Context: an optimization exercise on an open-source flow, tuned for small area. The choices shown serve that exercise and are no tape-out recipe.
In this exercise RTL edits were held to simulation tests only and were not proved equivalent to the original.
Power is estimated from default activity; no workload was simulated.

--- flow/flow/run.sh ---
#!/bin/bash
# ORFS layout (the standard.sh) with these changes:
#  - synthesis is synth_recipe.tcl unchanged, except that ABC maps the
#    combinational logic with an area script (flow/area.abc);
#  - port buffers use the smallest buffer cell;
#  - the clock tree uses explicit buffer type and clustering.
set -euo pipefail
HERE=$(pwd)
export MY_ABC_SCRIPT=$HERE/flow/area.abc
export BUFFER_PORTS_ARGS="-buffer_cell sky130_fd_sc_hd__buf_1"
# keep the timing-driven placement's trial buffering virtual; repair_design
# buffers the placed design afterwards
export GPL_KEEP_OVERFLOW=0
export CTS_ARGS="-sink_clustering_enable -repair_clock_nets -buf_list sky130_fd_sc_hd__clkbuf_16 -sink_clustering_size 28 -sink_clustering_max_diameter 70 -dont_use_dummy_load"
cat flow/abc_override.tcl synth_recipe.tcl > my_synth.tcl
sed "s#SYNTH_SCRIPT=[^ ]*#SYNTH_SCRIPT=$HERE/my_synth.tcl#" standard.sh > my_standard.sh
grep -q "SYNTH_SCRIPT=$HERE/my_synth.tcl" my_standard.sh
bash my_standard.sh > standard.log 2>&1
--- flow/flow/area.abc ---
strash; dch -f; amap; topo
--- flow/constraint.sdc ---
create_clock -name core_clock -period 3.3 [get_ports {CLK}]
set_input_delay 0.6600 -clock core_clock [delete_from_list [all_inputs] [get_ports {CLK}]]
set_output_delay 0.6600 -clock core_clock [all_outputs]
set_load 0.01 [all_outputs]
--- flow/flow/abc_override.tcl ---
# Run ABC with an area-oriented mapping script (amap) instead of ORFS's
# delay-oriented one. Registers are mapped before ABC and are untouched.
proc abc {args} {
  set i [lsearch $args -script]
  if {$i >= 0} { lset args [expr {$i+1}] $::env(MY_ABC_SCRIPT) }
  yosys abc {*}$args
}
--- flow/config.mk ---
export PLATFORM = sky130hd
export DESIGN_NAME = draw_regctrl
export DESIGN_NICKNAME = draw_regctrl
export VERILOG_FILES = /design/flow/design.v
export SDC_FILE = /design/flow/constraint.sdc
export NUM_CORES = 4
export LEC_CHECK = 0
export ABC_AREA = 1
export CAP_MARGIN = 20
export CORE_MARGIN = 2
export CORE_UTILIZATION = 70
export SLEW_MARGIN = 20
export SYNTH_HIERARCHICAL = 1
export SYNTH_MINIMUM_KEEP_SIZE = 0
--- flow/standard.sh ---
#!/bin/bash
# synth_recipe.tcl (not shown) runs the flow's synth.tcl, then flattens the netlist and writes it again
# the make line also repeats each setting of config.mk as NAME=value (left out here)
make -C /OpenROAD-flow-scripts/flow DESIGN_CONFIG=/design/flow/config.mk WORK_HOME=/design/flow/orfs CLKGATE_MAP_FILE= SYNTH_SCRIPT=/design/flow/synth_recipe.tcl "${@:-finish}"
--- flow/design.v ---
module sel2
(
  input  a,
  input  s,
  input  b,
  input  sn,
  output y
);
assign y = (a & s) | (b & sn);
endmodule
module aoi222
(
  input  a1, b1, a2, b2, a3, b3,
  output y
);
assign y = !((a1 & b1) | (a2 & b2) | (a3 & b3));
endmodule
module aoi22
(
  input  a1, b1, a2, b2,
  output y
);
assign y = !((a1 & b1) | (a2 & b2));
endmodule
module nand3g
(
  input  a, b, c,
  output y
);
assign y = !(a & b & c);
endmodule
module or2g
(
  input  a, b,
  output y
);
assign y = a | b;
endmodule
module selw #(parameter W = 1)
(
  input  [W-1:0] a,
  input          s,
  input  [W-1:0] b,
  input          sn,
  output [W-1:0] y
);
genvar k;
generate for(k = 0; k < W; k = k + 1) begin : B
        sel2 m(.a(a[k]), .s(s), .b(b[k]), .sn(sn), .y(y[k]));
end endgenerate
endmodule
module ao3
(
  input  a1, b1, a2, b2, a3, b3,
  output y
);
assign y = (a1 & b1) | (a2 & b2) | (a3 & b3);
endmodule
module ao4
(
  input  a1, b1, a2, b2, a3, b3, a4, b4,
  output y
);
assign y = (a1 & b1) | (a2 & b2) | (a3 & b3) | (a4 & b4);
endmodule
module ao5
(
  input  a1, b1, a2, b2, a3, b3, a4, b4, a5, b5,
  output y
);
assign y = (a1 & b1) | (a2 & b2) | (a3 & b3) | (a4 & b4) | (a5 & b5);
endmodule
module ao6
(
  input  a1, b1, a2, b2, a3, b3, a4, b4, a5, b5, a6, b6,
  output y
);
assign y = (a1 & b1) | (a2 & b2) | (a3 & b3) | (a4 & b4) | (a5 & b5) | (a6 & b6);
endmodule
module draw_regctrl
(
  input       	CLK,
  input       	RST_X,
  input       	INIT,
  input [11:0]	ERROR,
  input       	CIF_DRWSEL,
  input [3:0]	CIF_REGWRITE,
  input       	CIF_REGREAD,
  input [3:0]	CIF_REGADR,
  input [31:0]	CIF_REGWDATA,
  input       	BUSY_PIXEL,
  input       	BUSY_ADD,
  input       	BUSY_INTERR,
  input       	WORKINGDRW,
  output [31:0]	DRW_REGRDATA,
  output       	REG_EODL,
  output [22:0]	REG_SETFRAME_VRAMADR,
  output [9:0]	REG_SETFRAME_WIDTH,
  output [9:0]	REG_SETFRAME_HEIGHT,
  output [9:0]	REG_SETDRAWAREA_POSX,
  output [9:0]	REG_SETDRAWAREA_POSY,
  output [9:0]	REG_SETDRAWAREA_SIZX,
  output [9:0]	REG_SETDRAWAREA_SIZY,
  output       	REG_SETTEXTURE_FMT,
  output [22:0]	REG_SETTEXTURE_VRAMADR,
  output [9:0]	REG_SETTEXTURE_WIDTH,
  output [9:0]	REG_SETTEXTURE_HEIGHT,
  output [31:0]	REG_SETFCOLOR,
  output       	REG_SETSTMODE,
  output [3:0]	REG_SETSCOLOR_MASK,
  output [31:0]	REG_SETSCOLOR_L,
  output [31:0]	REG_SETSCOLOR_H,
  output       	REG_SETBLENDOFF,
  output [2:0]	REG_SETBLENDALPHA_A,
  output [2:0]	REG_SETBLENDALPHA_B,
  output [2:0]	REG_SETBLENDALPHA_C,
  output [2:0]	REG_SETBLENDALPHA_D,
  output [2:0]	REG_SETBLENDALPHA_E,
  output [7:0]	REG_SETBLENDALPHA_SRCCA,
  output [31:0]	REG_SETBLENDALPHA_COEF0,
  output [31:0]	REG_SETBLENDALPHA_COEF1,
  output [10:0]	REG_PATBLT_DPOSX,
  output [10:0]	REG_PATBLT_DPOSY,
  output [9:0]	REG_PATBLT_DSIZX,
  output [9:0]	REG_PATBLT_DSIZY,
  output [10:0]	REG_BITBLT_DPOSX,
  output [10:0]	REG_BITBLT_DPOSY,
  output [9:0]	REG_BITBLT_DSIZX,
  output [9:0]	REG_BITBLT_DSIZY,
  output [9:0]	REG_BITBLT_SPOSX,
  output [9:0]	REG_BITBLT_SPOSY,
  output       	READYPAT_ADD,
  output       	READYBIT_ADD,
  output       	STARTBLT_ADD,
  output       	READYPAT_PIXEL,
  output       	READYBIT_PIXEL,
  output       	STARTBLT_PIXEL,
  output [3:0]	ERROR_REGCTRL,
  output       	INIT_REGCTRL,
  output [9:0]	REQ_ON_COUNT,
  output [9:0]	REQ_OFF_COUNT
);
wire acc       = CIF_DRWSEL;
wire a_ctrl    = (CIF_REGADR == 4'd0);
wire a_cmd     = (CIF_REGADR == 4'd3);
wire rd_acc    = acc & CIF_REGREAD;
reg ex_wr, ex_val;
always @ (posedge CLK or negedge RST_X) begin
        if( !RST_X ) begin
                ex_wr  <= 1'b0;
                ex_val <= 1'b0;
        end else if(INIT) begin
                ex_wr  <= 1'b0;
                ex_val <= 1'b0;
        end else if(acc & CIF_REGWRITE[0] & a_ctrl) begin
                ex_wr  <= 1'b1;
                ex_val <= CIF_REGWDATA[0];
        end
end
wire exe_is0 = ex_wr & !ex_val;
wire exe_is1 = ex_wr &  ex_val;
reg init_q, exe_q;
always @ (posedge CLK or negedge RST_X) begin
        if( !RST_X ) begin
                init_q <= 1'b0;
                exe_q  <= 1'b0;
        end else begin
                init_q <= exe_is0;
                exe_q  <= exe_is1;
        end
end
assign INIT_REGCTRL = exe_is0 & !init_q;
wire   exe_pls      = exe_is1 & !exe_q;
reg  [31:0] r_CMD;
wire [31:0] cmd_d;
wire [3:0]  cmd_we = {4{acc & a_cmd}} & CIF_REGWRITE;
genvar gb;
generate for(gb = 0; gb < 32; gb = gb + 1) begin : CMDB
        sel2 m(.a(CIF_REGWDATA[gb]), .s(cmd_we[gb/8]), .b(r_CMD[gb]), .sn(!cmd_we[gb/8]), .y(cmd_d[gb]));
end endgenerate
always @ (posedge CLK)
        r_CMD <= cmd_d;
reg  [3:0] rWrSave;
wire       push = &rWrSave;
always @ (posedge CLK or negedge RST_X) begin
        if( !RST_X )
                rWrSave <= 4'd0;
        else if(INIT | !(acc & a_cmd))
                rWrSave <= 4'd0;
        else
                rWrSave <= CIF_REGWRITE | (rWrSave & {4{!push}});
end
wire nI = !INIT;
wire a_on  = acc & (CIF_REGADR == 4'd4);
wire a_off = acc & (CIF_REGADR == 4'd5);
reg  [10-1:0] r_REQ_ON_COUNT; 
wire [10-1:0] r_REQ_ON_COUNT_d; 
wire ld_r_REQ_ON_COUNT = (a_on) & nI; 
wire hd_r_REQ_ON_COUNT = (!a_on) & nI; 
selw #(10) m_r_REQ_ON_COUNT(.a(CIF_REGWDATA[9:0]), .s(ld_r_REQ_ON_COUNT), .b(r_REQ_ON_COUNT), .sn(hd_r_REQ_ON_COUNT), .y(r_REQ_ON_COUNT_d)); 
always @ (posedge CLK or negedge RST_X) 
        if( !RST_X ) r_REQ_ON_COUNT <= {10{1'b0}}; 
        else r_REQ_ON_COUNT <= r_REQ_ON_COUNT_d;
reg  [10-1:0] r_REQ_OFF_COUNT; 
wire [10-1:0] r_REQ_OFF_COUNT_d; 
wire ld_r_REQ_OFF_COUNT = (a_off) & nI; 
wire hd_r_REQ_OFF_COUNT = (!a_off) & nI; 
selw #(10) m_r_REQ_OFF_COUNT(.a(CIF_REGWDATA[9:0]), .s(ld_r_REQ_OFF_COUNT), .b(r_REQ_OFF_COUNT), .sn(hd_r_REQ_OFF_COUNT), .y(r_REQ_OFF_COUNT_d)); 
always @ (posedge CLK or negedge RST_X) 
        if( !RST_X ) r_REQ_OFF_COUNT <= {10{1'b0}}; 
        else r_REQ_OFF_COUNT <= r_REQ_OFF_COUNT_d;
assign REQ_ON_COUNT  = r_REQ_ON_COUNT;
assign REQ_OFF_COUNT = r_REQ_OFF_COUNT;
reg dbg;
always @ (posedge CLK or negedge RST_X) begin
        if( !RST_X )
                dbg <= 1'b0;
        else
                dbg <= 1'b1;
end
reg  [11:0] rErrSave;
wire [11:0] err_d;
wire        err_ld = |ERROR;
selw #(12) m_err(.a(ERROR), .s(err_ld & !INIT), .b(rErrSave), .sn(!err_ld & dbg & !INIT), .y(err_d));
always @ (posedge CLK)
        rErrSave <= err_d;
reg r_ERR;
always @ (posedge CLK or negedge RST_X) begin
        if( !RST_X )
                r_ERR <= 1'b0;
        else if(INIT)
                r_ERR <= 1'b0;
        else if(acc & (CIF_REGADR > 4'd6))
                r_ERR <= 1'b1;
end
reg [3:0]  wptr, rptr;
reg [4:0]  count;
reg [31:0] r_dout;
reg        r_over;
wire       full  = count[4];
wire       empty = (count == 5'd0);
wire       executable;
wire       do_wr = push & !full;
wire       do_rd = executable & !empty;
wire [15:0] wsel = {16{do_wr}} & (16'd1 << wptr);
wire [15:0] rsel = {16{do_rd}} & (16'd1 << rptr);
wire [31:0] word [0:15];
genvar gw;
generate for(gw = 0; gw < 16; gw = gw + 1) begin : MEM
        reg  [31:0] w;
        wire [31:0] d;
        for(gb = 0; gb < 32; gb = gb + 1) begin : B
                sel2 m(.a(r_CMD[gb]), .s(wsel[gw]), .b(w[gb]), .sn(!wsel[gw]), .y(d[gb]));
        end
        always @ (posedge CLK)
                w <= d;
        assign word[gw] = w;
end endgenerate
wire [31:0] dout_d;
wire        dout_hold = !do_rd & dbg;
generate for(gb = 0; gb < 32; gb = gb + 1) begin : RD
        wire [5:0] t;
        wire [1:0] v;
        aoi222 a0(.a1(word[0][gb]),  .b1(rsel[0]),  .a2(word[1][gb]),  .b2(rsel[1]),  .a3(word[2][gb]),  .b3(rsel[2]),  .y(t[0]));
        aoi222 a1(.a1(word[3][gb]),  .b1(rsel[3]),  .a2(word[4][gb]),  .b2(rsel[4]),  .a3(word[5][gb]),  .b3(rsel[5]),  .y(t[1]));
        aoi222 a2(.a1(word[6][gb]),  .b1(rsel[6]),  .a2(word[7][gb]),  .b2(rsel[7]),  .a3(word[8][gb]),  .b3(rsel[8]),  .y(t[2]));
        aoi222 a3(.a1(word[9][gb]),  .b1(rsel[9]),  .a2(word[10][gb]), .b2(rsel[10]), .a3(word[11][gb]), .b3(rsel[11]), .y(t[3]));
        aoi222 a4(.a1(word[12][gb]), .b1(rsel[12]), .a2(word[13][gb]), .b2(rsel[13]), .a3(word[14][gb]), .b3(rsel[14]), .y(t[4]));
        aoi22  a5(.a1(word[15][gb]), .b1(rsel[15]), .a2(r_dout[gb]),   .b2(dout_hold),   .y(t[5]));
        nand3g n0(.a(t[0]), .b(t[1]), .c(t[2]), .y(v[0]));
        nand3g n1(.a(t[3]), .b(t[4]), .c(t[5]), .y(v[1]));
        or2g   o(.a(v[0]), .b(v[1]), .y(dout_d[gb]));
end endgenerate
always @ (posedge CLK)
        r_dout <= dout_d;
always @ (posedge CLK or negedge RST_X) begin
        if( !RST_X ) begin
                wptr   <= 4'd0;
                rptr   <= 4'd0;
                count  <= 5'd0;
                r_over <= 1'b0;
        end else begin
                if(do_wr)
                        wptr <= wptr + 1'b1;
                if(do_rd)
                        rptr <= rptr + 1'b1;
                if(do_wr & !do_rd)
                        count <= count + 1'b1;
                else if(do_rd & !do_wr)
                        count <= count - 1'b1;
                r_over <= push & full;
        end
end
wire [6:0]  rs;
genvar ga;
generate for(ga = 0; ga < 7; ga = ga + 1) begin : RS
        assign rs[ga] = rd_acc & (CIF_REGADR == ga) & nI;
end endgenerate
wire        rhd  = !(rd_acc & (CIF_REGADR != 4'd3) & (CIF_REGADR < 4'd7)) & nI;
wire        rs1d = rs[1] & dbg;
reg  [27:0] r_REGDATA;
wire [27:0] rdd;
ao6 rb0(.a1(rs[0]), .b1(ex_val), .a2(rs[1]), .b2(WORKINGDRW), .a3(rs[2]), .b3(count[0]),
        .a4(rs[4]), .b4(r_REQ_ON_COUNT[0]), .a5(rs[5]), .b5(r_REQ_OFF_COUNT[0]), .a6(rhd), .b6(r_REGDATA[0]), .y(rdd[0]));
generate for(ga = 1; ga < 5; ga = ga + 1) begin : RB4
        if(ga == 3) begin : D
                ao5 m(.a1(rs[2]), .b1(count[ga]), .a2(rs[4]), .b2(r_REQ_ON_COUNT[ga]), .a3(rs[5]), .b3(r_REQ_OFF_COUNT[ga]),
                      .a4(rs[6]), .b4(dbg), .a5(rhd), .b5(r_REGDATA[ga]), .y(rdd[ga]));
        end else begin : C
                ao4 m(.a1(rs[2]), .b1(count[ga]), .a2(rs[4]), .b2(r_REQ_ON_COUNT[ga]), .a3(rs[5]), .b3(r_REQ_OFF_COUNT[ga]),
                      .a4(rhd), .b4(r_REGDATA[ga]), .y(rdd[ga]));
        end
end endgenerate
generate for(ga = 5; ga < 10; ga = ga + 1) begin : RB3
        ao3 m(.a1(rs[4]), .b1(r_REQ_ON_COUNT[ga]), .a2(rs[5]), .b2(r_REQ_OFF_COUNT[ga]), .a3(rhd), .b3(r_REGDATA[ga]), .y(rdd[ga]));
end endgenerate
assign rdd[15:10] = 6'd0;
ao3 rb16(.a1(rs1d), .b1(rErrSave[0]), .a2(rs[2]), .b2(empty), .a3(rhd), .b3(r_REGDATA[16]), .y(rdd[16]));
ao3 rb17(.a1(rs1d), .b1(rErrSave[1]), .a2(rs[2]), .b2(full),  .a3(rhd), .b3(r_REGDATA[17]), .y(rdd[17]));
selw #(10) rb18(.a(rErrSave[11:2]), .s(rs1d), .b(r_REGDATA[27:18]), .sn(rhd), .y(rdd[27:18]));
always @ (posedge CLK or negedge RST_X) begin
        if( !RST_X )
                r_REGDATA <= 28'd0;
        else
                r_REGDATA <= rdd;
end
assign DRW_REGRDATA = {4'd0, r_REGDATA};
localparam P_IDLE0 = 3'd0, P_IDLE1 = 3'd1, P_CMD1 = 3'd2, P_CMD1S = 3'd3,
           P_CMD2  = 3'd4, P_CMD2S = 3'd5, P_CMD3 = 3'd6, P_CMD4  = 3'd7;
localparam C_FRAME = 3'd0, C_DRAWAREA = 3'd1, C_TEXTURE = 3'd2, C_FCOLOR = 3'd3,
           C_SCOLOR = 3'd4, C_BLENDALPHA = 3'd5, C_PATBLT = 3'd6, C_BITBLT = 3'd7;
reg exe_valid;
always @ (posedge CLK or negedge RST_X) begin
        if( !RST_X )
                exe_valid <= 1'b0;
        else if(INIT)
                exe_valid <= 1'b0;
        else if(exe_pls)
                exe_valid <= 1'b1;
end
assign executable = exe_valid & !(BUSY_PIXEL | BUSY_ADD | BUSY_INTERR);
reg  [31:0] r_stkdata;
wire [31:0] stk_d;
generate for(gb = 0; gb < 32; gb = gb + 1) begin : STK
        sel2 m(.a(r_dout[gb]), .s(executable), .b(r_stkdata[gb]), .sn(!executable), .y(stk_d[gb]));
end endgenerate
always @ (posedge CLK)
        r_stkdata <= stk_d;
wire [7:0] op = r_stkdata[31:24];
reg        op_multi;
reg  [2:0] op_cls;
always @* begin
        op_multi = 1'b1;
        op_cls   = C_FRAME;
        case(op)
                8'h20: op_cls = C_FRAME;
                8'h21: op_cls = C_DRAWAREA;
                8'h22: op_cls = C_TEXTURE;
                8'h23: op_cls = C_FCOLOR;
                8'h31: op_cls = C_SCOLOR;
                8'h33: op_cls = C_BLENDALPHA;
                8'h81: op_cls = C_PATBLT;
                8'h82: op_cls = C_BITBLT;
                default: op_multi = 1'b0;
        endcase
end
reg [2:0] ph;
reg [2:0] cls;   
always @ (posedge CLK or negedge RST_X) begin
        if( !RST_X )
                ph <= P_IDLE0;
        else if(INIT)
                ph <= P_IDLE0;
        else case(ph)
                P_IDLE0: if(executable) ph <= P_IDLE1;
                P_IDLE1: ph <= executable ? P_CMD1 : P_CMD1S;
                P_CMD1:  if(executable & op_multi) ph <= P_CMD2;
                P_CMD1S: if(executable) ph <= op_multi ? P_CMD2S : P_CMD1;
                P_CMD2:  if(executable) ph <= (cls == C_FCOLOR) ? P_CMD1 : P_CMD3;
                P_CMD2S: if(executable) ph <= P_CMD1;
                P_CMD3:  if(executable) ph <= (cls == C_BITBLT) ? P_CMD4 : P_CMD1;
                P_CMD4:  if(executable) ph <= P_CMD1;
        endcase
end
always @ (posedge CLK) begin
        if(ph == P_CMD1 && executable)
                cls <= op_cls;
end
wire in1 = ((ph == P_CMD1) | (ph == P_CMD1S)) & executable;
wire in2 = (ph == P_CMD2) & executable;
wire in3 = (ph == P_CMD3) & executable;
wire in4 = (ph == P_CMD4) & executable;
wire ld1_eodl   = in1 & (op == 8'h0F);
wire ld1_tex    = in1 & (op == 8'h22);
wire ld1_stmode = in1 & (op == 8'h30);
wire ld1_scolor = in1 & (op == 8'h31);
wire ld1_boff   = in1 & (op == 8'h32);
wire ld1_balpha = in1 & (op == 8'h33);
wire ld2_frame  = in2 & (cls == C_FRAME);
wire ld2_area   = in2 & (cls == C_DRAWAREA);
wire ld2_tex    = in2 & (cls == C_TEXTURE);
wire ld2_fcolor = in2 & (cls == C_FCOLOR);
wire ld2_scolor = in2 & (cls == C_SCOLOR);
wire ld2_balpha = in2 & (cls == C_BLENDALPHA);
wire ld2_pat    = in2 & (cls == C_PATBLT);
wire ld2_bit    = in2 & (cls == C_BITBLT);
wire ld3_frame  = in3 & (cls == C_FRAME);
wire ld3_area   = in3 & (cls == C_DRAWAREA);
wire ld3_tex    = in3 & (cls == C_TEXTURE);
wire ld3_scolor = in3 & (cls == C_SCOLOR);
wire ld3_balpha = in3 & (cls == C_BLENDALPHA);
wire ld3_pat    = in3 & (cls == C_PATBLT);
wire ld3_bit    = in3 & (cls == C_BITBLT);
wire ld4_bit    = in4;
wire [31:0] sd = r_stkdata;
reg  [23-1:0] r_setframe_vramadr; 
wire [23-1:0] r_setframe_vramadr_d; 
wire ld_r_setframe_vramadr = (ld2_frame) & nI; 
wire hd_r_setframe_vramadr = (!ld2_frame) & nI; 
selw #(23) m_r_setframe_vramadr(.a(sd[22:0]), .s(ld_r_setframe_vramadr), .b(r_setframe_vramadr), .sn(hd_r_setframe_vramadr), .y(r_setframe_vramadr_d)); 
always @ (posedge CLK or negedge RST_X) 
        if( !RST_X ) r_setframe_vramadr <= {23{1'b0}}; 
        else r_setframe_vramadr <= r_setframe_vramadr_d;
reg  [20-1:0] r_setframe_wh; 
wire [20-1:0] r_setframe_wh_d; 
wire ld_r_setframe_wh = (ld3_frame) & nI; 
wire hd_r_setframe_wh = (!ld3_frame) & nI; 
selw #(20) m_r_setframe_wh(.a({sd[25:16], sd[9:0]}), .s(ld_r_setframe_wh), .b(r_setframe_wh), .sn(hd_r_setframe_wh), .y(r_setframe_wh_d)); 
always @ (posedge CLK or negedge RST_X) 
        if( !RST_X ) r_setframe_wh <= {20{1'b0}}; 
        else r_setframe_wh <= r_setframe_wh_d;
reg  [20-1:0] r_setdrawarea_pos; 
wire [20-1:0] r_setdrawarea_pos_d; 
wire ld_r_setdrawarea_pos = (ld2_area) & nI; 
wire hd_r_setdrawarea_pos = (!ld2_area) & nI; 
selw #(20) m_r_setdrawarea_pos(.a({sd[25:16], sd[9:0]}), .s(ld_r_setdrawarea_pos), .b(r_setdrawarea_pos), .sn(hd_r_setdrawarea_pos), .y(r_setdrawarea_pos_d)); 
always @ (posedge CLK or negedge RST_X) 
        if( !RST_X ) r_setdrawarea_pos <= {20{1'b0}}; 
        else r_setdrawarea_pos <= r_setdrawarea_pos_d;
reg  [20-1:0] r_setdrawarea_siz; 
wire [20-1:0] r_setdrawarea_siz_d; 
wire ld_r_setdrawarea_siz = (ld3_area) & nI; 
wire hd_r_setdrawarea_siz = (!ld3_area) & nI; 
selw #(20) m_r_setdrawarea_siz(.a({sd[25:16], sd[9:0]}), .s(ld_r_setdrawarea_siz), .b(r_setdrawarea_siz), .sn(hd_r_setdrawarea_siz), .y(r_setdrawarea_siz_d)); 
always @ (posedge CLK or negedge RST_X) 
        if( !RST_X ) r_setdrawarea_siz <= {20{1'b0}}; 
        else r_setdrawarea_siz <= r_setdrawarea_siz_d;
reg  [1-1:0] r_settexture_fmt; 
wire [1-1:0] r_settexture_fmt_d; 
wire ld_r_settexture_fmt = (ld1_tex) & nI; 
wire hd_r_settexture_fmt = (!ld1_tex) & nI; 
selw #(1) m_r_settexture_fmt(.a(sd[0]), .s(ld_r_settexture_fmt), .b(r_settexture_fmt), .sn(hd_r_settexture_fmt), .y(r_settexture_fmt_d)); 
always @ (posedge CLK or negedge RST_X) 
        if( !RST_X ) r_settexture_fmt <= {1{1'b0}}; 
        else r_settexture_fmt <= r_settexture_fmt_d;
reg  [23-1:0] r_settexture_vramadr; 
wire [23-1:0] r_settexture_vramadr_d; 
wire ld_r_settexture_vramadr = (ld2_tex) & nI; 
wire hd_r_settexture_vramadr = (!ld2_tex) & nI; 
selw #(23) m_r_settexture_vramadr(.a(sd[22:0]), .s(ld_r_settexture_vramadr), .b(r_settexture_vramadr), .sn(hd_r_settexture_vramadr), .y(r_settexture_vramadr_d)); 
always @ (posedge CLK or negedge RST_X) 
        if( !RST_X ) r_settexture_vramadr <= {23{1'b0}}; 
        else r_settexture_vramadr <= r_settexture_vramadr_d;
reg  [20-1:0] r_settexture_wh; 
wire [20-1:0] r_settexture_wh_d; 
wire ld_r_settexture_wh = (ld3_tex) & nI; 
wire hd_r_settexture_wh = (!ld3_tex) & nI; 
selw #(20) m_r_settexture_wh(.a({sd[25:16], sd[9:0]}), .s(ld_r_settexture_wh), .b(r_settexture_wh), .sn(hd_r_settexture_wh), .y(r_settexture_wh_d)); 
always @ (posedge CLK or negedge RST_X) 
        if( !RST_X ) r_settexture_wh <= {20{1'b0}}; 
        else r_settexture_wh <= r_settexture_wh_d;
reg  [32-1:0] r_setfcolor; 
wire [32-1:0] r_setfcolor_d; 
wire ld_r_setfcolor = (ld2_fcolor) & nI; 
wire hd_r_setfcolor = (!ld2_fcolor) & nI; 
selw #(32) m_r_setfcolor(.a(sd), .s(ld_r_setfcolor), .b(r_setfcolor), .sn(hd_r_setfcolor), .y(r_setfcolor_d)); 
always @ (posedge CLK or negedge RST_X) 
        if( !RST_X ) r_setfcolor <= {32{1'b0}}; 
        else r_setfcolor <= r_setfcolor_d;
reg  [1-1:0] r_setstmode; 
wire [1-1:0] r_setstmode_d; 
wire ld_r_setstmode = (ld1_stmode) & nI; 
wire hd_r_setstmode = (!ld1_stmode) & nI; 
selw #(1) m_r_setstmode(.a(sd[0]), .s(ld_r_setstmode), .b(r_setstmode), .sn(hd_r_setstmode), .y(r_setstmode_d)); 
always @ (posedge CLK or negedge RST_X) 
        if( !RST_X ) r_setstmode <= {1{1'b0}}; 
        else r_setstmode <= r_setstmode_d;
reg  [4-1:0] r_setscolor_mask; 
wire [4-1:0] r_setscolor_mask_d; 
wire ld_r_setscolor_mask = (ld1_scolor) & nI; 
wire hd_r_setscolor_mask = (!ld1_scolor) & nI; 
selw #(4) m_r_setscolor_mask(.a(sd[3:0]), .s(ld_r_setscolor_mask), .b(r_setscolor_mask), .sn(hd_r_setscolor_mask), .y(r_setscolor_mask_d)); 
always @ (posedge CLK or negedge RST_X) 
        if( !RST_X ) r_setscolor_mask <= {4{1'b0}}; 
        else r_setscolor_mask <= r_setscolor_mask_d;
reg  [32-1:0] r_setscolor_l; 
wire [32-1:0] r_setscolor_l_d; 
wire ld_r_setscolor_l = (ld2_scolor) & nI; 
wire hd_r_setscolor_l = (!ld2_scolor) & nI; 
selw #(32) m_r_setscolor_l(.a(sd), .s(ld_r_setscolor_l), .b(r_setscolor_l), .sn(hd_r_setscolor_l), .y(r_setscolor_l_d)); 
always @ (posedge CLK or negedge RST_X) 
        if( !RST_X ) r_setscolor_l <= {32{1'b0}}; 
        else r_setscolor_l <= r_setscolor_l_d;
reg  [32-1:0] r_setscolor_h; 
wire [32-1:0] r_setscolor_h_d; 
wire ld_r_setscolor_h = (ld3_scolor) & nI; 
wire hd_r_setscolor_h = (!ld3_scolor) & nI; 
selw #(32) m_r_setscolor_h(.a(sd), .s(ld_r_setscolor_h), .b(r_setscolor_h), .sn(hd_r_setscolor_h), .y(r_setscolor_h_d)); 
always @ (posedge CLK or negedge RST_X) 
        if( !RST_X ) r_setscolor_h <= {32{1'b0}}; 
        else r_setscolor_h <= r_setscolor_h_d;
reg  [23-1:0] r_setblendalpha_abcds; 
wire [23-1:0] r_setblendalpha_abcds_d; 
wire ld_r_setblendalpha_abcds = (ld1_balpha) & nI; 
wire hd_r_setblendalpha_abcds = (!ld1_balpha & !ld1_boff) & nI; 
selw #(23) m_r_setblendalpha_abcds(.a(sd[22:0]), .s(ld_r_setblendalpha_abcds), .b(r_setblendalpha_abcds), .sn(hd_r_setblendalpha_abcds), .y(r_setblendalpha_abcds_d)); 
always @ (posedge CLK or negedge RST_X) 
        if( !RST_X ) r_setblendalpha_abcds <= {23{1'b0}}; 
        else r_setblendalpha_abcds <= r_setblendalpha_abcds_d;
reg  [32-1:0] r_setblendalpha_coef0; 
wire [32-1:0] r_setblendalpha_coef0_d; 
wire ld_r_setblendalpha_coef0 = (ld2_balpha) & nI; 
wire hd_r_setblendalpha_coef0 = (!ld2_balpha & !ld1_boff) & nI; 
selw #(32) m_r_setblendalpha_coef0(.a(sd), .s(ld_r_setblendalpha_coef0), .b(r_setblendalpha_coef0), .sn(hd_r_setblendalpha_coef0), .y(r_setblendalpha_coef0_d)); 
always @ (posedge CLK or negedge RST_X) 
        if( !RST_X ) r_setblendalpha_coef0 <= {32{1'b0}}; 
        else r_setblendalpha_coef0 <= r_setblendalpha_coef0_d;
reg  [32-1:0] r_setblendalpha_coef1; 
wire [32-1:0] r_setblendalpha_coef1_d; 
wire ld_r_setblendalpha_coef1 = (ld3_balpha) & nI; 
wire hd_r_setblendalpha_coef1 = (!ld3_balpha) & nI; 
selw #(32) m_r_setblendalpha_coef1(.a(sd), .s(ld_r_setblendalpha_coef1), .b(r_setblendalpha_coef1), .sn(hd_r_setblendalpha_coef1), .y(r_setblendalpha_coef1_d)); 
always @ (posedge CLK or negedge RST_X) 
        if( !RST_X ) r_setblendalpha_coef1 <= {32{1'b0}}; 
        else r_setblendalpha_coef1 <= r_setblendalpha_coef1_d;
reg  [22-1:0] r_patblt_dpos; 
wire [22-1:0] r_patblt_dpos_d; 
wire ld_r_patblt_dpos = (ld2_pat) & nI; 
wire hd_r_patblt_dpos = (!ld2_pat) & nI; 
selw #(22) m_r_patblt_dpos(.a({sd[26:16], sd[10:0]}), .s(ld_r_patblt_dpos), .b(r_patblt_dpos), .sn(hd_r_patblt_dpos), .y(r_patblt_dpos_d)); 
always @ (posedge CLK or negedge RST_X) 
        if( !RST_X ) r_patblt_dpos <= {22{1'b0}}; 
        else r_patblt_dpos <= r_patblt_dpos_d;
reg  [20-1:0] r_patblt_dsiz; 
wire [20-1:0] r_patblt_dsiz_d; 
wire ld_r_patblt_dsiz = (ld3_pat) & nI; 
wire hd_r_patblt_dsiz = (!ld3_pat) & nI; 
selw #(20) m_r_patblt_dsiz(.a({sd[25:16], sd[9:0]}), .s(ld_r_patblt_dsiz), .b(r_patblt_dsiz), .sn(hd_r_patblt_dsiz), .y(r_patblt_dsiz_d)); 
always @ (posedge CLK or negedge RST_X) 
        if( !RST_X ) r_patblt_dsiz <= {20{1'b0}}; 
        else r_patblt_dsiz <= r_patblt_dsiz_d;
reg  [22-1:0] r_bitblt_dpos; 
wire [22-1:0] r_bitblt_dpos_d; 
wire ld_r_bitblt_dpos = (ld2_bit) & nI; 
wire hd_r_bitblt_dpos = (!ld2_bit) & nI; 
selw #(22) m_r_bitblt_dpos(.a({sd[26:16], sd[10:0]}), .s(ld_r_bitblt_dpos), .b(r_bitblt_dpos), .sn(hd_r_bitblt_dpos), .y(r_bitblt_dpos_d)); 
always @ (posedge CLK or negedge RST_X) 
        if( !RST_X ) r_bitblt_dpos <= {22{1'b0}}; 
        else r_bitblt_dpos <= r_bitblt_dpos_d;
reg  [20-1:0] r_bitblt_dsiz; 
wire [20-1:0] r_bitblt_dsiz_d; 
wire ld_r_bitblt_dsiz = (ld3_bit) & nI; 
wire hd_r_bitblt_dsiz = (!ld3_bit) & nI; 
selw #(20) m_r_bitblt_dsiz(.a({sd[25:16], sd[9:0]}), .s(ld_r_bitblt_dsiz), .b(r_bitblt_dsiz), .sn(hd_r_bitblt_dsiz), .y(r_bitblt_dsiz_d)); 
always @ (posedge CLK or negedge RST_X) 
        if( !RST_X ) r_bitblt_dsiz <= {20{1'b0}}; 
        else r_bitblt_dsiz <= r_bitblt_dsiz_d;
reg  [20-1:0] r_bitblt_spos; 
wire [20-1:0] r_bitblt_spos_d; 
wire ld_r_bitblt_spos = (ld4_bit) & nI; 
wire hd_r_bitblt_spos = (!ld4_bit) & nI; 
selw #(20) m_r_bitblt_spos(.a({sd[25:16], sd[9:0]}), .s(ld_r_bitblt_spos), .b(r_bitblt_spos), .sn(hd_r_bitblt_spos), .y(r_bitblt_spos_d)); 
always @ (posedge CLK or negedge RST_X) 
        if( !RST_X ) r_bitblt_spos <= {20{1'b0}}; 
        else r_bitblt_spos <= r_bitblt_spos_d;
reg r_eodl, r_setblendoff, r_readyBit, r_readyPat, r_start;
always @ (posedge CLK or negedge RST_X) begin
        if( !RST_X ) begin
                r_eodl        <= 1'b0;
                r_setblendoff <= 1'b0;
                r_readyBit    <= 1'b0;
                r_readyPat    <= 1'b0;
                r_start       <= 1'b0;
        end else if(INIT) begin
                r_eodl        <= 1'b0;
                r_setblendoff <= 1'b0;
                r_readyBit    <= 1'b0;
                r_readyPat    <= 1'b0;
                r_start       <= 1'b0;
        end else begin
                r_eodl <= ld1_eodl;
                if(ld1_boff)
                        r_setblendoff <= 1'b1;
                else if(ld1_balpha)
                        r_setblendoff <= 1'b0;
                if(ph == P_CMD4) begin
                        r_readyBit <= 1'b1;
                        r_readyPat <= 1'b0;
                end else if(ph == P_CMD3 && cls == C_PATBLT) begin
                        r_readyBit <= 1'b0;
                        r_readyPat <= 1'b1;
                end
                r_start <= (ph == P_CMD4) | (ph == P_CMD3 && cls == C_PATBLT);
        end
end
assign REG_EODL                = r_eodl;
assign REG_SETFRAME_VRAMADR    = r_setframe_vramadr;
assign REG_SETFRAME_WIDTH      = r_setframe_wh[19:10];
assign REG_SETFRAME_HEIGHT     = r_setframe_wh[9:0];
assign REG_SETDRAWAREA_POSX    = r_setdrawarea_pos[19:10];
assign REG_SETDRAWAREA_POSY    = r_setdrawarea_pos[9:0];
assign REG_SETDRAWAREA_SIZX    = r_setdrawarea_siz[19:10];
assign REG_SETDRAWAREA_SIZY    = r_setdrawarea_siz[9:0];
assign REG_SETTEXTURE_FMT      = r_settexture_fmt;
assign REG_SETTEXTURE_VRAMADR  = r_settexture_vramadr;
assign REG_SETTEXTURE_WIDTH    = r_settexture_wh[19:10];
assign REG_SETTEXTURE_HEIGHT   = r_settexture_wh[9:0];
assign REG_SETFCOLOR           = r_setfcolor;
assign REG_SETSTMODE           = r_setstmode;
assign REG_SETSCOLOR_MASK      = r_setscolor_mask;
assign REG_SETSCOLOR_L         = r_setscolor_l;
assign REG_SETSCOLOR_H         = r_setscolor_h;
assign REG_SETBLENDOFF         = r_setblendoff;
assign REG_SETBLENDALPHA_A     = r_setblendalpha_abcds[22:20];
assign REG_SETBLENDALPHA_B     = r_setblendalpha_abcds[19:17];
assign REG_SETBLENDALPHA_C     = r_setblendalpha_abcds[16:14];
assign REG_SETBLENDALPHA_D     = r_setblendalpha_abcds[13:11];
assign REG_SETBLENDALPHA_E     = r_setblendalpha_abcds[10:8];
assign REG_SETBLENDALPHA_SRCCA = r_setblendalpha_abcds[7:0];
assign REG_SETBLENDALPHA_COEF0 = r_setblendalpha_coef0;
assign REG_SETBLENDALPHA_COEF1 = r_setblendalpha_coef1;
assign REG_PATBLT_DPOSX        = r_patblt_dpos[21:11];
assign REG_PATBLT_DPOSY        = r_patblt_dpos[10:0];
assign REG_PATBLT_DSIZX        = r_patblt_dsiz[19:10];
assign REG_PATBLT_DSIZY        = r_patblt_dsiz[9:0];
assign REG_BITBLT_DPOSX        = r_bitblt_dpos[21:11];
assign REG_BITBLT_DPOSY        = r_bitblt_dpos[10:0];
assign REG_BITBLT_DSIZX        = r_bitblt_dsiz[19:10];
assign REG_BITBLT_DSIZY        = r_bitblt_dsiz[9:0];
assign REG_BITBLT_SPOSX        = r_bitblt_spos[19:10];
assign REG_BITBLT_SPOSY        = r_bitblt_spos[9:0];
assign READYPAT_ADD            = r_readyPat;
assign READYBIT_ADD            = r_readyBit;
assign STARTBLT_ADD            = r_start;
assign READYPAT_PIXEL          = r_readyPat;
assign READYBIT_PIXEL          = r_readyBit;
assign STARTBLT_PIXEL          = r_start;
assign ERROR_REGCTRL           = {1'b0, r_over, 1'b0, r_ERR};
endmodule
==> results.yml, run 1 <==
outcome:
  status: "complete, no violations"
sta:
  tightest_slew_ns: 1.25
  fmax_mhz: 314
  post-route-period-util: 0.964
  min_period_ns: 3.18
  fin_skew_ns: 0.0438
  setup_viol: 0
  maxSlewHeadroom: 0.164
  slew_violations: 0
  fin_setup_tns_ns: 0
  finalHoldViolCount: 0
synthesis:
  synth_top_area_cell: "dfxtp_1"
  synth_cells: 2841
  seq_area_frac_synth: 0.648
  ys_seq_elements: 1117
  netlist_area_um2: 38400
  synth.area.top_cells: "dfxtp_1 (32%), dfrtp_1 (32%), a22o_1 (24%)"
  yosys.cell_types.count: 35
  synth_top_area_frac: 0.323
  synth-warning-count: 7
  syn_avg_cell_area_um2: 13.5
setup_path:
  cp_cell_sequence: "buf_1 > nor3_4 > nand2_8 > nor2_4 > clkinv_1 > ha_1 > clkinv_1 > ha_1 > clkinv_1 > nor2_1 > or2_0 > a21oi_1 > nor2_1 > a211oi_1 > nor2_1 > a21oi_1"
  crit_slowest_cell: "nor3_4"
  critical_path_buf_inv_count: 4
  r2r-start: "exe_valid$_DFFE_PN0P_"
  reg2reg_slack_ns: 0.12
  crit_arrival_ns: 3.77
  cpPeakStageDelay_ns: 0.47
  crit_cells: 16
  startpoint: "BUSY_ADD"
  r2r_end: "count[4]$_DFFE_PN0P_"
  cp-end-kind: "flop"
  reg2reg_depth: 14
  crit_fanout: 20
  cp_top_family: "simple AND/OR/NAND/NOR gates"
  crit_path_end: "count[4]$_DFFE_PN0P_"
  crit_type: "in -> reg"
  critPathRequiredTime_ns: 3.89
  critPathLaunchType: "primary input"
layout:
  final_cell_mix: "a22o_1 (1037), dfxtp_1 (606), buf_1 (530), dfrtp_1 (494), a222oi_1 (172)"
  nNetsFinal: 3576
  final_area_um2: 44700
  area_growth_pct: 16.4
  utilization: 0.827
  drive_gt1_frac: 0.0692
  layout_commonest_cell: "a22o_1"
clocking:
  htree_levels: 2
  clock-sinks: 1117
  cts_tree: "done"
  clk_latency_ns: 0.65
  clock_path_buffers: 3
  cts-root-buf: "clkbuf_16"
  cts_buffers: 48
  clk_pin_slew_worst_paths_ns: 0.11
die:
  die_area_um2: 56700
  io_pins: 545
  core_um2: 54000
  start_util: 0.710
  chipHeight_um: 238
  die_x_um: 238
  row_count: 85
drt:
  wire_per_inst_um: 31.4
  routed_wl_um: 132000
  drcViolationCount: 0
  vias: 32200
  initialDrtViolationCount: 4890
  firstDrtPassIters: 10
  via_per_inst: 7.69
  antenna_left: 0
global_route:
  antenna_found_initial: 6
  grt_pass1_wl_um: 196000
  grt_max_degree: 41
  grt_pass1_vias: 31000
  grt_overflow_total: 0
  track_usage: 0.452
placed_design:
  routabilityCongestion: 0.917
  placedInstanceArea_um2: 43300
  io_buffer_count: 532
  hpwl_um: 85400
flow_run:
  max-cap-violations: 0
power_and_ir_drop:
  power.density_nw_per_um2: 483
  p_leak_nw: 18.6
  peakVddDrop_v: 0.000440
worst_hold_path:
  hold_path.class: "in -> async"
[routing by layer]
metal	global-route usage	share of wire	vias up	wire length, µm
li1	-	-	13000	-
met3	0.0996	0.12	648	15700
met5	0	0.00039	-	52
met2	0.698	0.45	2634	59900
met4	0.279	0.072	6	9550
met1	0.586	0.35	16000	46600
[modules after synthesis, one instance, submodules excluded, a selection]
module / flops+latches / cells inside / cell area (µm²) / copies in the design
aoi222: 0 / 1 / 10.0 / 160
aoi22: 0 / 1 / 7.51 / 32
ao5: 0 / 3 / 21.3 / 1
draw_regctrl: 1117 / 1485 / 26700 / 1
ao4: 0 / 3 / 17.5 / 3
nand3g: 0 / 1 / 5.00 / 64
sel2: 0 / 1 / 8.76 / 1037
ao3: 0 / 2 / 13.8 / 7
or2g: 0 / 1 / 6.26 / 32
ao6: 0 / 5 / 27.5 / 1
[sequential cells by signal, summed over array words and instances (netlist names), 23 cells and up]
name	flops
r_setframe_vramadr	23
r_setscolor_h	32
r_dout	32
r_settexture_vramadr	23
r_stkdata	32
r_setblendalpha_abcds	23
r_CMD	32
r_setblendalpha_coef1	32
MEM.w	512
r_setscolor_l	32
r_setfcolor	32
r_setblendalpha_coef0	32
[synthesized netlist by cell type]
library cell	n
a22o_1	1037
dfxtp_1	620
dfrtp_1	494
a222oi_1	172
nor2_1	104
nand3_1	79
clkinv_1	71
nand2_1	43
or2_0	38
a22oi_1	33
nor3_1	31
a21oi_1	21
buf_4	17
ha_1	16
nor2b_1	9
nor4_1	8
o21ai_0	8
nand4_1	6
o22ai_1	6
or3_1	4
a31oi_1	3
edfxtp_1	3
conb_1	2
nor3b_1	2
o22a_1	2
o32ai_1	2
or4_1	2
a211oi_1	1
a31o_1	1
fa_1	1
nand3b_1	1
o2111ai_1	1
o21bai_1	1
o221ai_1	1
or3b_1	1
[layout make-up]
type,instances,area [µm²]
Fill cell,3042,9360
Sequential cell,1117,24900
Multi-Input combinational cell,1648,13700
Antenna cell,1,2.50
Clock buffer,48,1200
Inverter,71,318
Tap cell,696,871
Timing Repair Buffer,612,3660
[cell families (layout without fill, tap and decap cells)]
| family | Yosys count | after routing | synth area share |
|---|---|---|---|
| adders and majority gates | 17 | 17 | 0.00574 |
| and+or+nand+nor | 328 | 329 | 0.0405 |
| buffers and inverters | 88 | 731 | 0.0103 |
| other | 2 | 14 | 0.000196 |
| AOI/OAI and AO/OA | 1289 | 1289 | 0.295 |
| DFF | 1117 | 1117 | 0.648 |
[what timing repair did]
item                       CTS  global route
hold endpoints to repair     0             0
cloned                       1             0
gates resized for setup     12             5
pin swaps                   10             2
setup buffers                8             2
hold buffers                 0             0
setup endpoints to repair  657           239
[power by group]
group / switching [mW] / internal, mW / leakage, nW
clock network: 4.08 / 2.62 / 0.592
registers: 0.524 / 13.7 / 11.9
logic: 0.442 / 0.231 / 6.10
total: 5.05 / 16.5 / 18.6
[metrics by stage]
step	hold slack, ns	worst slack [ns]	cells	total power, mW
3_5_place_dp	0.458	-1.46	4133	15.1
4_1_cts	0.00558	0.00747	4190	21.5
3_3_place_gp	0.449	-22.07	4063	15.0
2_1_floorplan	0.364	-0.304	2852	14.6
6_report	0.00467	0.119	4193	21.6
5_1_grt	0.0296	-0.0144	4193	22.0
[worst min path at each step]
stage / cells after the start / end
2_1_floorplan: 0 / count[0]$_DFFE_PN0P_
3_3_place_gp: 2 / r_REGDATA[4]$_DFF_PN0_
3_5_place_dp: 2 / r_REGDATA[4]$_DFF_PN0_
4_1_cts: 1 / r_setblendalpha_coef1[7]$_DFF_PN0_
5_1_grt: 1 / r_setblendalpha_coef1[7]$_DFF_PN0_
6_report: 1 / r_setscolor_l[8]$_DFF_PN0_
==> inputs of run 2 (changes only) <==
--- a/flow/flow/run.sh
+++ b/flow/flow/run.sh
@@ -8,9 +8,6 @@
 HERE=$(pwd)
 export MY_ABC_SCRIPT=$HERE/flow/area.abc
 export BUFFER_PORTS_ARGS="-buffer_cell sky130_fd_sc_hd__buf_1"
-# keep the timing-driven placement's trial buffering virtual; repair_design
-# buffers the placed design afterwards
-export GPL_KEEP_OVERFLOW=0
 export CTS_ARGS="-sink_clustering_enable -repair_clock_nets -buf_list sky130_fd_sc_hd__clkbuf_16 -sink_clustering_size 28 -sink_clustering_max_diameter 70 -dont_use_dummy_load"
 cat flow/abc_override.tcl synth_recipe.tcl > my_synth.tcl
 sed "s#SYNTH_SCRIPT=[^ ]*#SYNTH_SCRIPT=$HERE/my_synth.tcl#" standard.sh > my_standard.sh
==> run 2 against run 1 <==
Against the previous run: still clean; synthesized cell count did not move; clock power barely moved; sequential power barely moved; register-to-register slack improved by 0.18 ns.
==> results.yml, run 2 <==
setup_path:
  cp_top_family: "simple AND/OR/NAND/NOR gates"
  crit_slowest_cell: "dfrtp_1"
  critPathLaunchType: "flop"
  cp-end-kind: "flop"
  reg2reg_depth: 17
  crit_arrival_ns: 3.55
  crit_type: "reg -> reg"
  cp_cell_sequence: "clkinv_1 > nand2_1 > nor4_2 > buf_4 > nor2_1 > clkinv_1 > ha_1 > clkinv_1 > ha_1 > clkinv_1 > nor2_1 > or2_0 > a21oi_1 > nor2_1 > a211oi_1 > nor2_1 > a21oi_1"
  critPathRequiredTime_ns: 3.85
  critical_path_buf_inv_count: 5
  crit_cells: 17
  cpPeakStageDelay_ns: 0.45
  crit_fanout: 6
synthesis:
  synth_cells: 2841
  synth_top_area_cell: "dfxtp_1"
  synth-edff-count: 3
  synthArstFlopShare: 0.442
  syn_avg_cell_area_um2: 13.5
  synthFlopType: "dfxtp_1"
  netlist_top_cells_count: "a22o_1 (1037), dfxtp_1 (620), dfrtp_1 (494)"
  synth.area.top_cells: "dfxtp_1 (32%), dfrtp_1 (32%), a22o_1 (24%)"
  ys_seq_elements: 1117
  yosys.cell_types.count: 35
  seq_area_frac_synth: 0.648
  synth_top_area_frac: 0.323
  yosysMostFrequentCell: "a22o_1"
  netlist_area_um2: 38400
  synth-warning-count: 7
placed_design:
  io_buffer_count: 532
  routabilityCongestion: 0.951
  hpwl_um: 81500
  place_ws_ns: 0.00456
die:
  row_count: 85
  chipHeight_um: 238
  core_um2: 54000
  die_x_um: 238
  die_area_um2: 56700
  start_util: 0.710
  io_pins: 545
sta:
  worst_slack_ns: 0.297
  maxSlewHeadroom: 0.254
  min_period_ns: 3.00
  fmax_mhz: 333
  rsz0062_at_grt: "no"
  tightest_slew_ns: 1.12
  post-route-period-util: 0.910
  finalHoldViolCount: 0
  setup_viol: 0
  slew_violations: 0
  fin_skew_ns: 0.0641
clocking:
  cts_tree: "done"
  clk_pin_slew_worst_paths_ns: 0.10
  cts_buffers: 48
  clock_path_buffers: 3
  cts-root-buf: "clkbuf_16"
  clock-sinks: 1117
  htree_levels: 2
  hold_buffers: 0
  clk_latency_ns: 0.64
drt:
  drcViolationCount: 0
  firstDrtPassIters: 12
  wl_met1_um: 46400
  wl_met3_um: 15700
  initialDrtViolationCount: 5198
  wire_per_inst_um: 30.3
  antenna_left: 0
  routed_wl_um: 129000
  vias: 32000
  highest_layer: "met5"
  wl_met2_um: 58600
  via_per_inst: 7.53
power_and_ir_drop:
  swShare: 0.233
  internal_power_mw: 16.5
  peakVddDrop_v: 0.000531
  p_clk_frac: 0.311
  power_mw: 21.5
  power.density_nw_per_um2: 490
  p_leak_nw: 18.5
  pwr-share-seq: 0.660
  switching_power_mw: 5.02
  comb_power_share: 0.029
global_route:
  track_usage: 0.445
  antenna_found_initial: 3
  grt_overflow_total: 0
  grt_pass1_vias: 30800
  grt_pass1_wl_um: 193000
  grt_max_degree: 84
layout:
  utilization: 0.813
  area_growth_pct: 14.5
  layout_commonest_cell: "a22o_1"
  final_cell_mix: "a22o_1 (1037), dfxtp_1 (613), buf_1 (530), dfrtp_1 (494), a222oi_1 (172)"
  max_flop_register: "MEM.w"
  largest_reg_flops: 512
  nNetsFinal: 3632
  drive_gt1_frac: 0.0718
outcome:
  status: "complete, no violations"
flow_run:
  max-cap-violations: 0
worst_hold_path:
  hold_path.class: "in -> async"
run 2: cell counts after synthesis:
No cell type changed its count.
run 2: worst register-to-register path: cells and delay by family (launching register included):
kind / cells / cell delay, ns
AOI/OAI and AO/OA: 3 / 0.58
DFF: 1 / 0.45
buffers and inverters: 5 / 0.68
and+or+nand+nor: 7 / 0.70
adders and majority gates: 2 / 0.52
run 2: cells by family (layout without fill, tap and decap cells):
logic type	count (synthesis)	count (layout)	share of synthesized area
AOI/OAI and AO/OA	1289	1289	0.295
adders and majority gates	17	17	0.00574
buffers and inverters	88	788	0.0103
DFF	1117	1117	0.648
other	2	15	0.000196
and+or+nand+nor	328	328	0.0405
run 2: final cells by class:
cell class                      instances  area [µm²]
Antenna cell                            2        5.00
Clock buffer                           48        1200
Fill cell                            3165       10100
Inverter                               71         279
Multi-Input combinational cell       1647       13400
Sequential cell                      1117       24900
Tap cell                              696         871
Timing Repair Buffer                  669        3320
run 2: final timing paths:
path | start | endpoint | slack, ns
min in group core_clock | CIF_REGWDATA[21] | r_CMD[21]$_DFF_P_ | 0.22
worst min register to register | rErrSave[10]$_DFF_P_ | r_REGDATA[26]$_DFF_PN0_ | 0.46
worst min-delay path | RST_X | r_setblendalpha_coef1[7]$_DFF_PN0_ | 0.11
worst max-delay path | count[1]$_DFFE_PN0P_ | count[4]$_DFFE_PN0P_ | 0.30
max in group asynchronous | RST_X | r_eodl$_DFF_PN0_ | 2.17
worst max register to register | count[1]$_DFFE_PN0P_ | count[4]$_DFFE_PN0P_ | 0.30
run 2: metrics by stage:
step | setup TNS, ns | cell area [µm²] | cells | hold WS (ns)
after floorplan | -150.40 | 38500 | 2852 | 0.364
after global placement | -0.00150 | 42700 | 4200 | 0.448
after detailed placement | 0 | 42700 | 4200 | 0.459
after CTS | 0 | 43900 | 4248 | 0.121
after global routing | 0 | 43900 | 4248 | 0.151
final | 0 | 43900 | 4250 | 0.114
run 2: repair_timing:
item / in CTS / in global routing
endpoints found under the hold margin: 0 / 0
setup endpoints to repair: 0 / 1
buffers inserted: 0 / 0
gates resized for setup: 0 / 1
run 2: per-module statistics from Yosys (local to each module, per instance), excerpt:
module / area [µm²] / copies in the design / flops+latches
sel2: 8.76 / 1037 / 0
ao6: 27.5 / 1 / 0
ao3: 13.8 / 7 / 0
aoi222: 10.0 / 160 / 0
or2g: 6.26 / 32 / 0
ao4: 17.5 / 3 / 0
aoi22: 7.51 / 32 / 0
run 2: metal layers:
layer | vias to the layer above | track usage
met4 | 6 | 0.253
li1 | 13100 | -
met5 | - | 0
met3 | 514 | 0.104
met1 | 15900 | 0.584
met2 | 2521 | 0.686
run 2: power groups by stage:
stage	sequential [mW]	combinational [mW]	clock [mW]
finish	14.2	0.627	6.69
global placement	14.4	0.577	0
detailed placement	14.5	0.614	0
CTS	14.2	0.617	6.63
global route	14.2	0.686	7.09
floorplan	14.3	0.297	0

-- static timing again, ports no longer ideal --
The flow's constraints put no driver on any port. The routed layouts listed below were extracted and timed again, unchanged, in two steps. Step 1, drivers: a clkbuf_16 drives CLK and a buf_2 each remaining input, both assumed. Step 2, shift: input delay + t, output delay - t, t = (earliest + latest rising clock arrival at the registers) / 2. This alone moves slack from input paths to output paths. a / b / c = ideal ports / drivers / drivers and shift; a / b = the first two.
run | shift t [ns] | slack for setup (ns) | worst hold slack (ns) | worst setup path after step 2 | worst slew at a driven data input, ns
run 1 | 0.699 | 0.119 / 0.123 / -0.541 | 0.005 / -0.041 / 0.482 | input to register | 0.05
run 2 | 0.679 | 0.297 / 0.297 / -0.006 | 0.114 / 0.090 / 0.463 | input to register | 0.06
With both steps, setup timing fails in run 1 and run 2, where it was met with ideal ports. The setup slack of run 1, which loses most, moves by +0.004 ns with the drivers and by -0.660 ns with both steps.
